This is an optimization exercise on Yosys and OpenROAD, whose aim is small area, not a production implementation.
Function was checked by simulation only, so behaviour that the tests miss may differ from the original.
Power and IR drop assume default switching activity. The clock port is modelled as an ideal driver; clocking choices that lean on that would not hold on a real chip.

==> design.v <==
module top_cxs_pktzr_depktzr_tx(
    input  logic          tx_cxs_clk,
    input  logic          tx_cxs_rst_n,
    input  logic          tx_cxs_valid,
    input  logic          rx_ready,
    input  logic          tx_cxs_last,
    input  logic          tx_cxs_activereq,
    input  logic          tx_cxs_crdrtn,
    input  logic [2:0]    tx_cxs_prcltype,
    input  logic [13:0]   tx_cxs_cntl,
    input  logic [255:0]  tx_cxs_data,
    output logic          tx_cxs_activeack,
    output logic          tx_cxs_crdgnt,
    output logic          tx_cxs_deacthint,
    output logic          pkt_send_sts_vld,
    output logic          tx_valid,
    output logic          tx_pkt_vld,
    output logic          tx_header_err_vld,
    output logic [1:0]    pkt_send_sts,
    output logic [511:0]  tx_pkt_data
);
    logic req_d;             
    logic ack;               
    logic deact;             
    logic buf_en;            
    logic buf_vld;           
    logic pkt_vld;           
    logic [255:0] data_1, data_2;
    logic [17:0]  fld_1, fld_2;      
    logic         ack_1, ack_2, ack_3;
    logic         dp_1, dp_2, dp_3;
    always_ff @(posedge tx_cxs_clk or negedge tx_cxs_rst_n)
      if (!tx_cxs_rst_n) begin
        req_d   <= 1'b0;
        ack     <= 1'b0;
        deact   <= 1'b0;
        buf_en  <= 1'b0;
        buf_vld <= 1'b0;
        pkt_vld <= 1'b0;
      end else begin
        req_d   <= tx_cxs_activereq;
        ack     <= tx_cxs_activereq & req_d & rx_ready;
        deact   <= ack & ~tx_cxs_activereq;
        buf_en  <= tx_cxs_activereq & (ack | buf_en);
        buf_vld <= buf_en & tx_cxs_valid;
        pkt_vld <= buf_vld;
      end
    always_ff @(posedge tx_cxs_clk) begin
      data_1 <= tx_cxs_data;
      data_2 <= data_1;
      fld_1  <= {tx_cxs_prcltype, tx_cxs_last, tx_cxs_cntl};
      fld_2  <= fld_1;
      ack_1  <= ack;
      ack_2  <= ack_1;
      ack_3  <= ack_2;
      dp_1   <= buf_en & (^tx_cxs_data);
      dp_2   <= dp_1;
      dp_3   <= dp_2;
    end
    assign tx_valid          = req_d;
    assign tx_cxs_crdgnt     = req_d;
    assign tx_cxs_activeack  = ack;
    assign tx_cxs_deacthint  = deact;
    assign tx_pkt_vld        = pkt_vld;
    assign pkt_send_sts_vld  = pkt_vld;
    assign pkt_send_sts      = {1'b0, pkt_vld};
    assign tx_header_err_vld = 1'b0;
    assign tx_pkt_data = {data_2,
                          dp_3,
                          ^fld_2,
                          202'h0,
                          fld_2[17:15],
                          1'b0, ack_3,
                          1'b0, ack_3,
                          fld_2[14],
                          30'h0,
                          fld_2[13:0]};
endmodule
module cxs_tx_pktzr (
    input  logic          tx_cxs_clk,
    input  logic          tx_cxs_rst_n,
    input  logic          tx_cxs_valid,
    input  logic          rx_ready,
    input  logic          tx_cxs_last,
    input  logic          tx_cxs_activereq,
    input  logic          tx_cxs_crdrtn,
    input  logic [2:0]    tx_cxs_prcltype,
    input  logic [13:0]   tx_cxs_cntl,
    input  logic [255:0]  tx_cxs_data,
    output logic          tx_cxs_activeack,
    output logic          tx_cxs_crdgnt,
    output logic          tx_cxs_deacthint,
    output logic          pkt_send_sts_vld,
    output logic          tx_valid,
    output logic          tx_pkt_vld,
    output logic          tx_header_err_vld,
    output logic [1:0]    pkt_send_sts,
    output logic [255:0]  tx_pkt_payload,
    output logic [21:0]   tx_pkt_header
);
  logic [511:0] tx_pkt_data;
  top_cxs_pktzr_depktzr_tx u_tx (
    .tx_cxs_clk        (tx_cxs_clk),
    .tx_cxs_rst_n      (tx_cxs_rst_n),
    .tx_cxs_valid      (tx_cxs_valid),
    .rx_ready          (rx_ready),
    .tx_cxs_last       (tx_cxs_last),
    .tx_cxs_activereq  (tx_cxs_activereq),
    .tx_cxs_crdrtn     (tx_cxs_crdrtn),
    .tx_cxs_prcltype   (tx_cxs_prcltype),
    .tx_cxs_cntl       (tx_cxs_cntl),
    .tx_cxs_data       (tx_cxs_data),
    .tx_cxs_activeack  (tx_cxs_activeack),
    .tx_cxs_crdgnt     (tx_cxs_crdgnt),
    .tx_cxs_deacthint  (tx_cxs_deacthint),
    .pkt_send_sts_vld  (pkt_send_sts_vld),
    .tx_valid          (tx_valid),
    .tx_pkt_vld        (tx_pkt_vld),
    .tx_header_err_vld (tx_header_err_vld),
    .pkt_send_sts      (pkt_send_sts),
    .tx_pkt_data       (tx_pkt_data)
  );
  assign tx_pkt_payload = tx_pkt_data[511:256];
  assign tx_pkt_header  = {tx_pkt_data[255:254], tx_pkt_data[51:49], tx_pkt_data[47],
                           tx_pkt_data[45], tx_pkt_data[44], tx_pkt_data[13:0]};
endmodule
==> run.sh <==
#!/bin/bash
# synth_recipe.tcl (not shown) runs the flow's synth.tcl, then flattens the netlist and writes it again
# the make line also repeats each setting of config.mk as NAME=value (left out here)
make -C /OpenROAD-flow-scripts/flow DESIGN_CONFIG=/design/flow/config.mk WORK_HOME=/design/flow/orfs CLKGATE_MAP_FILE= SYNTH_SCRIPT=/design/flow/synth_recipe.tcl finish
==> config.mk <==
export PLATFORM = sky130hd
export DESIGN_NAME = cxs_tx_pktzr
export DESIGN_NICKNAME = cxs_tx_pktzr
export VERILOG_FILES = /design/flow/design.v
export SDC_FILE = /design/flow/constraint.sdc
export NUM_CORES = 4
export LEC_CHECK = 0
export CAP_MARGIN = 20
export CORE_MARGIN = 2
export CORE_UTILIZATION = 40
export SLEW_MARGIN = 20
==> constraint.sdc <==
create_clock -name core_clock -period 5.0 [get_ports {tx_cxs_clk}]
set_input_delay 1.0000 -clock core_clock [delete_from_list [all_inputs] [get_ports {tx_cxs_clk}]]
set_output_delay 1.0000 -clock core_clock [all_outputs]
set_load 0.01 [all_outputs]
==> results.json, run 1 <==
{
  "finalCriticalPeriod_ns": 3.29,
  "grt_overflow": 0,
  "fin_setup_tns_ns": 0,
  "io_pins": 567,
  "worstSetupStartpoint": "u_tx.fld_2[16]$_DFF_P_",
  "setup_viol_count_final": 0,
  "path_cells": "xor2_1, xnor2_1, xnor2_1, xnor2_1, xnor2_1, clkdlybuf4s50_1",
  "synth_warnings": 1,
  "cts_buffers": 53,
  "fp.coreArea_sq_um": 33600,
  "fin_worst_skew_ns": 0.0107,
  "htree_levels": 2,
  "syn_area_per_cell_sq_um": 16.2,
  "rows": 67,
  "synthTopCellsByCount": "dfxtp_1, xnor2_1, xor2_1",
  "min_from": "u_tx.data_1[32]$_DFF_P_",
  "hpwl_mm": 29.9,
  "p_leak_nw": 8.51,
  "critPathLaunchType": "flip-flop",
  "synth_ff_type": "dfxtp_1",
  "wire_per_inst_um": 18.8,
  "drt_iter0_markers": 172,
  "powerDensity_nw_per_um2": 481,
  "crit_top_cell": "xnor2_1",
  "fin_crit_sh_pct": 65.8,
  "drive_gt1_share_pct": 5.80,
  "criticalPathCategory": "reg2out",
  "syn_inst": 846,
  "design.die.area_sq_um": 35800,
  "root_buffer": "clkbuf_16",
  "max-cap-violations": 0,
  "routed_via_density": 3.97,
  "buffer_ports.inserted": 563,
  "rr_startpoint": "u_tx.req_d$_DFF_PN0_",
  "drc": 0,
  "slew_violations": 0,
  "clock_latency_ns": 0.58,
  "routed_wirelength_mm": 36.7,
  "rsz0062_at_grt": "false",
  "routed-via-count": 7766,
  "synth_top_area_share_pct": 80.8,
  "path_max_fanout": 2,
  "grt_pass1_vias": 7905,
  "status": "timing/DRC/antenna clean",
  "power.total_mw": 10.4,
  "antenna_found_initial": 11,
  "syn_area_sq_um": 13700,
  "slowest_stage": "clkdlybuf4s50_1",
  "synth-seq-cells": 560,
  "cts_hold_buf": 0,
  "end_kind": "output port",
  "grtUsageTotal_pct": 20.1,
  "hold_violations": 0,
  "post_cts_resized": 0,
  "dr.pass1.iters": 4,
  "hp-class": "reg2reg",
  "nets": 1737,
  "die_h_um": 189,
  "cts_buffer_depth": 3,
  "async_reset_ff_share_pct": 1.07,
  "area_delta_synth_final_pct": 58.2,
  "ys_seq_area_share_pct": 81.9,
  "die_w_um": 189,
  "cts_sinks": 560,
  "tritoncts": "yes",
  "fmax_mhz": 304,
  "ys_top_cells_by_area": "dfxtp_1, xnor2_1, xor2_1",
  "clk_pin_slew_worst_paths_ns": 0.06,
  "yosysTopAreaCell": "dfxtp_1",
  "yosysMostFrequentCell": "dfxtp_1",
  "grt_max_degree": 15,
  "grt_pass1_wl_mm": 50.9,
  "globalplace.congestion": 0.783,
  "yosysUniqueCellTypes": 10,
  "required_ns": 4.00,
  "critPathMaxStageDelay_ns": 0.54,
  "final_antenna_net_count": 0,
  "post_cts_buffers": 0,
  "arrival_ns": 2.29,
  "peakVddDrop_mv": 0.363,
  "initial_core_util_pct": 40.8,
  "synth_edf_count": 0
}
worst max-delay path: cells and delay by family (launching register included):
kind / cells / cell delay, ns
DFF: 1 / 0.34
xor gates and xnor gates: 5 / 0.84
buffers and inverters: 1 / 0.54
kinds of logic (layout without fill, tap and decap cells):
family	count (synthesis)	in the layout	share of synthesized area [%]
AOI/OAI and AO/OA	1	1	0.0547
xor gates and xnor gates	272	272	17.4
buffers and inverters	8	661	0.438
DFF	560	560	81.9
other	1	8	0.0273
and+or+nand+nor	4	4	0.182
where the power goes:
part / switching, mW / internal, mW
logic: 0.655 / 0.937
registers: 0.0570 / 4.70
clock network: 1.61 / 2.46
total: 2.32 / 8.10
per-stage QoR:
| stage | util, % | worst slack (ns) | instances | instance area, sq um | hold WS (ns) |
|---|---|---|---|---|---|
| after floorplan | - | 2.60 | 847 | 13700 | 0.310 |
| after global placement | 59.1 | 1.73 | 1850 | 19900 | 0.309 |
| after detailed placement | 59.1 | 1.72 | 1850 | 19900 | 0.312 |
| after CTS | 64.5 | 1.64 | 1948 | 21700 | 0.319 |
| after global routing | 64.5 | 1.54 | 1950 | 21700 | 0.318 |
| final | 64.6 | 1.71 | 1954 | 21700 | 0.318 |
per-layer routing:
layer	routed length, um	vias to the layer above	track usage, %
li1	-	3838	-
met1	11300	3461	17.5
met2	19400	372	37.4
met3	4620	85	11.1
met4	1370	10	8.98
met5	72	-	0
final timing paths:
path                       slack [ns]  cells after the start                 endpoint
max                              1.71                      6        tx_pkt_header[20]
min                              0.32                      0  u_tx.data_2[32]$_DFF_P_
max reg2reg                      4.28                      1       u_tx.ack$_DFF_PN0_
min reg2reg                      0.32                      0  u_tx.data_2[32]$_DFF_P_
max in group asynchronous        4.12                      1     u_tx.deact$_DFF_PN0_
min in group asynchronous        0.67                      1       u_tx.ack$_DFF_PN0_
cells in the final DEF, fill, tap and decap left out:
| master | netlist | layout |
|---|---|---|
| clkbuf_8 | 0 | 13 |
| clkdlybuf4s50_1 | 0 | 563 |
| dfrtp_1 | 6 | 6 |
| dfxtp_1 | 554 | 554 |
| xnor2_1 | 238 | 238 |
| bufinv_16 | 0 | 5 |
| conb_1 | 1 | 2 |
| and3_1 | 1 | 1 |
| inv_6 | 0 | 1 |
| xor2_1 | 34 | 34 |
| and2_1 | 2 | 2 |
| clkbuf_16 | 0 | 55 |
| diode_2 | 0 | 6 |
| clkbuf_1 | 0 | 11 |
| clkinv_2 | 0 | 11 |
| o21a_1 | 1 | 1 |
| clkinvlp_4 | 0 | 2 |
| nor2b_1 | 1 | 1 |
state kept, by name, indices dropped and copies added, names as in the netlist, 18 cells and up:
signal and flops:
u_tx.data_1 256, u_tx.fld_1 18, u_tx.fld_2 18, u_tx.data_2 256
layout make-up:
cell class              instances  area (sq um)
flip-flops and latches        560         11200
multi-input cells             279          2420
clock buffers                  79          1600
diodes                          6          15.0
clock inverters                19           229
well taps                     448           561
fillers                      2591         11900
repair buffers                563          5640
==> run 2, diff against run 1 <==
==> flow/run.sh (new file) <==
#!/bin/bash
# The standard layout (the standard.sh: standard synthesis, ORFS place/CTS/route),
# with the port buffers made from the smallest buffer cell instead of the default choice.
set -euo pipefail
export BUFFER_PORTS_ARGS="-buffer_cell sky130_fd_sc_hd__buf_1"
bash standard.sh finish > standard_flow.log 2>&1
==> standard.sh (new file) <==
#!/bin/bash
# synth_recipe.tcl (not shown) runs the flow's synth.tcl, then flattens the netlist and writes it again
# the make line also repeats each setting of config.mk as NAME=value (left out here)
make -C /OpenROAD-flow-scripts/flow DESIGN_CONFIG=/design/flow/config.mk WORK_HOME=/design/flow/orfs CLKGATE_MAP_FILE= SYNTH_SCRIPT=/design/flow/synth_recipe.tcl "${@:-finish}"
--- a/config.mk
+++ b/config.mk
@@ -10,2 +10,5 @@
 export CORE_UTILIZATION = 40
+export CTS_BUF_LIST = sky130_fd_sc_hd__clkbuf_16
+export CTS_CLUSTER_DIAMETER = 100
+export CTS_CLUSTER_SIZE = 35
 export SLEW_MARGIN = 20
removed: run.sh
==> run 2 against run 1 <==
  * Critical path depth did not move
  * Global-route usage fell by 3.8 points
  * Largest cell class unchanged
  * Power fell by 24%
  * Die area did not move
  * Final cell count fell by 4.2%
  * Synthesized area did not move
  * Non-clock buffer count did not move
  * Register-to-register slack barely moved
  * First-iteration DRC count fell by 13%
  * Still clean on timing, DRC and antenna
  * Highest routed layer is now met4
==> results.json, run 2 <==
{
  "die_h_um": 189,
  "ys_top_cells_by_area": "dfxtp_1, xnor2_1, xor2_1",
  "grtUsageTotal_pct": 16.4,
  "critPathMaxStageDelay_ns": 0.33,
  "post_cts_resized": 0,
  "fin_crit_sh_pct": 57.9,
  "routed_via_density": 3.97,
  "multiInputGateArea_sq_um": 2420,
  "die_w_um": 189,
  "drt_iter0_markers": 149,
  "grt_max_degree": 37,
  "cts_hold_buf": 0,
  "dr.pass1.iters": 4,
  "placed_area_sq_um": 16300,
  "drive_gt1_share_pct": 1.34,
  "layout_commonest_cell": "buf_1",
  "antenna_found_initial": 0,
  "synth_top_family_by_area": "XOR/XNOR gates",
  "hp-class": "in2async",
  "wire_per_inst_um": 16.6,
  "fin_setup_tns_ns": 0,
  "drc": 0,
  "final_antenna_net_count": 0,
  "largestRegisters": "u_tx.data_1: 256 flops, u_tx.data_2: 256 flops",
  "slowest_stage": "dfxtp_1",
  "peakVddDrop_mv": 0.285,
  "muxShareOfSynthArea_pct": 0,
  "nets": 1703,
  "yosysUniqueCellTypes": 10,
  "grt_pass1_vias": 7484,
  "htree_levels": 1,
  "synth-seq-cells": 560,
  "cts_buffer_depth": 3,
  "fp.coreArea_sq_um": 33600,
  "status": "timing/DRC/antenna clean",
  "io_pins": 567,
  "setup_viol_count_final": 0,
  "finalCriticalPeriod_ns": 2.89,
  "yosysTopAreaCell": "dfxtp_1",
  "path_max_fanout": 2,
  "post_cts_buffers": 0,
  "ys_seq_area_share_pct": 81.9,
  "end_kind": "output port",
  "synth-simple-area-share_pct": 0.182,
  "place_worst_setup_slack_ns": 2.07,
  "syn_area_sq_um": 13700,
  "synth_top_area_share_pct": 80.8,
  "cts_sinks": 560,
  "fillers": 3057,
  "syn_area_per_cell_sq_um": 16.2,
  "globalplace.congestion": 0.810,
  "buffer_ports.inserted": 563,
  "synth_warnings": 1,
  "root_buffer": "clkbuf_16",
  "fmax_mhz": 345,
  "hold_violations": 0,
  "design.die.area_sq_um": 35800,
  "yosys.area_share.adder_pct": 0,
  "grt_overflow": 0,
  "max-cap-violations": 0,
  "clk_pin_slew_worst_paths_ns": 0.12,
  "synth-xor-area-share_pct": 17.4,
  "routed_wirelength_mm": 31.0,
  "hpwl_mm": 25.8,
  "power.total_mw": 7.95,
  "initial_core_util_pct": 40.8,
  "clock_latency_ns": 0.55,
  "rows": 67,
  "synthTopCellsByCount": "dfxtp_1, xnor2_1, xor2_1",
  "arrival_ns": 1.89,
  "area_delta_synth_final_pct": 22.6,
  "seq_area_sq_um": 11200,
  "path_cells": "xor2_1, xnor2_1, xnor2_1, xnor2_1, xnor2_1, buf_1",
  "powerDensity_nw_per_um2": 473,
  "synth-compound-area-share_pct": 0.0547,
  "synth_ff_type": "dfxtp_1",
  "design_area_sq_um": 16800,
  "synth_edf_count": 0,
  "yosysMostFrequentCell": "dfxtp_1",
  "routed-via-count": 7422,
  "cts_buffers": 19,
  "rsz0062_at_grt": "false",
  "slew_violations": 0,
  "required_ns": 4.00,
  "tritoncts": "yes",
  "p_leak_nw": 6.32,
  "final_cell_mix": "buf_1, dfxtp_1, xnor2_1",
  "grt_pass1_wl_mm": 43.6,
  "crit_top_cell": "xnor2_1",
  "criticalPathCategory": "reg2out",
  "num_antenna_cells": 0,
  "fin_worst_skew_ns": 0.0191,
  "worst_slack_ns": 2.11,
  "critPathLaunchType": "flip-flop",
  "syn_inst": 846,
  "async_reset_ff_share_pct": 1.07
}
-- run 2: cell count changes in the layout (fill, tap and decap cells not counted), moves of 11 or more --
cell	previous run	this run
clkinv_2	11	0
clkbuf_8	13	0
clkbuf_1	11	0
clkdlybuf4s50_1	563	0
buf_1	0	563
clkbuf_16	55	19
-- run 2: stage by stage --
stage	instances	util [%]	hold slack [ns]
after floorplan	847	-	0.310
after global placement	1850	48.6	0.310
after detailed placement	1850	48.6	0.312
after CTS	1871	50.0	0.281
after global routing	1871	50.0	0.301
final	1871	50.0	0.304
-- run 2: layout make-up --
class	count	area share, %
flip-flops and latches	560	66.8
multi-input cells	279	14.4
repair buffers	563	12.6
well taps	448	3.33
clock buffers	19	2.83
clock inverters	2	0.0446
-- run 2: routing by layer --
metal	wire, um	up-vias	GRT usage [%]
met5	0	-	0
li1	-	3697	-
met2	16200	321	31.3
met4	1040	0	5.41
met1	10700	3360	16.1
met3	3000	44	6.17
-- run 2: power by group --
part | total [mW] | internal, mW | leakage (nW) | switching (mW)
registers | 4.76 | 4.70 | 4.75 | 0.0605
logic | 1.29 | 0.637 | 1.32 | 0.649
clock network | 1.90 | 0.697 | 0.245 | 1.20
-- run 2: cell families after synthesis --
| group | after synthesis |
|---|---|
| AOI/OAI and AO/OA | 1 |
| buffers and inverters | 8 |
| DFF | 560 |
| other | 1 |
| xor gates and xnor gates | 272 |
| and+or+nand+nor | 4 |
-- run 2: final timing paths --
path / startpoint / to / slack, ns / cells after the start
worst max-delay path: u_tx.fld_2[6]$_DFF_P_ / tx_pkt_header[20] / 2.11 / 6
worst min register to register: u_tx.data_1[82]$_DFF_P_ / u_tx.data_2[82]$_DFF_P_ / 0.33 / 0
worst max register to register: u_tx.req_d$_DFF_PN0_ / u_tx.ack$_DFF_PN0_ / 4.29 / 1
worst min-delay path: tx_cxs_rst_n / u_tx.ack$_DFF_PN0_ / 0.30 / 1
max in group asynchronous: tx_cxs_rst_n / u_tx.buf_vld$_DFF_PN0_ / 4.46 / 1
min in group core_clock: u_tx.data_1[82]$_DFF_P_ / u_tx.data_2[82]$_DFF_P_ / 0.33 / 0
-- run 2: worst max-delay path: cells and delay by family (launching register included) --
family	cells	cell delay, ns
flip-flops	1	0.33
buffers and inverters	1	0.16
XOR/XNOR	5	0.87

-- afterwards: timing with drivers on the ports --
In the flow no input, the clock included, has a driving cell. The finished layouts below were timed again as built, in two steps. Step 1 sets driving cells, clkbuf_16 on the clock port and buf_2 on the other inputs (assumed; they add their load-dependent delay and slew). Step 2, shift: input delay + t, output delay - t, t = (earliest + latest rising clock arrival at the registers) / 2. This alone moves slack from input paths to output paths. Three values: ideal ports, drivers, drivers and shift; two values: the first two.
run	t, ns	setup slack, ns	hold slack, ns	worst register clock-pin slew, ns	pins driven straight from the clock port
run 1	0.621	1.709 / 1.659 / 1.748	0.318 / 0.318 / 0.318	0.06 / 0.06	1
run 2	0.581	2.105 / 2.056 / 2.086	0.304 / 0.318 / 0.330	0.12 / 0.12	1
After both steps setup and hold are still met in every run listed. For run 2, which loses most, drivers alone change the setup slack by -0.049 ns; drivers and shift together by -0.019 ns.
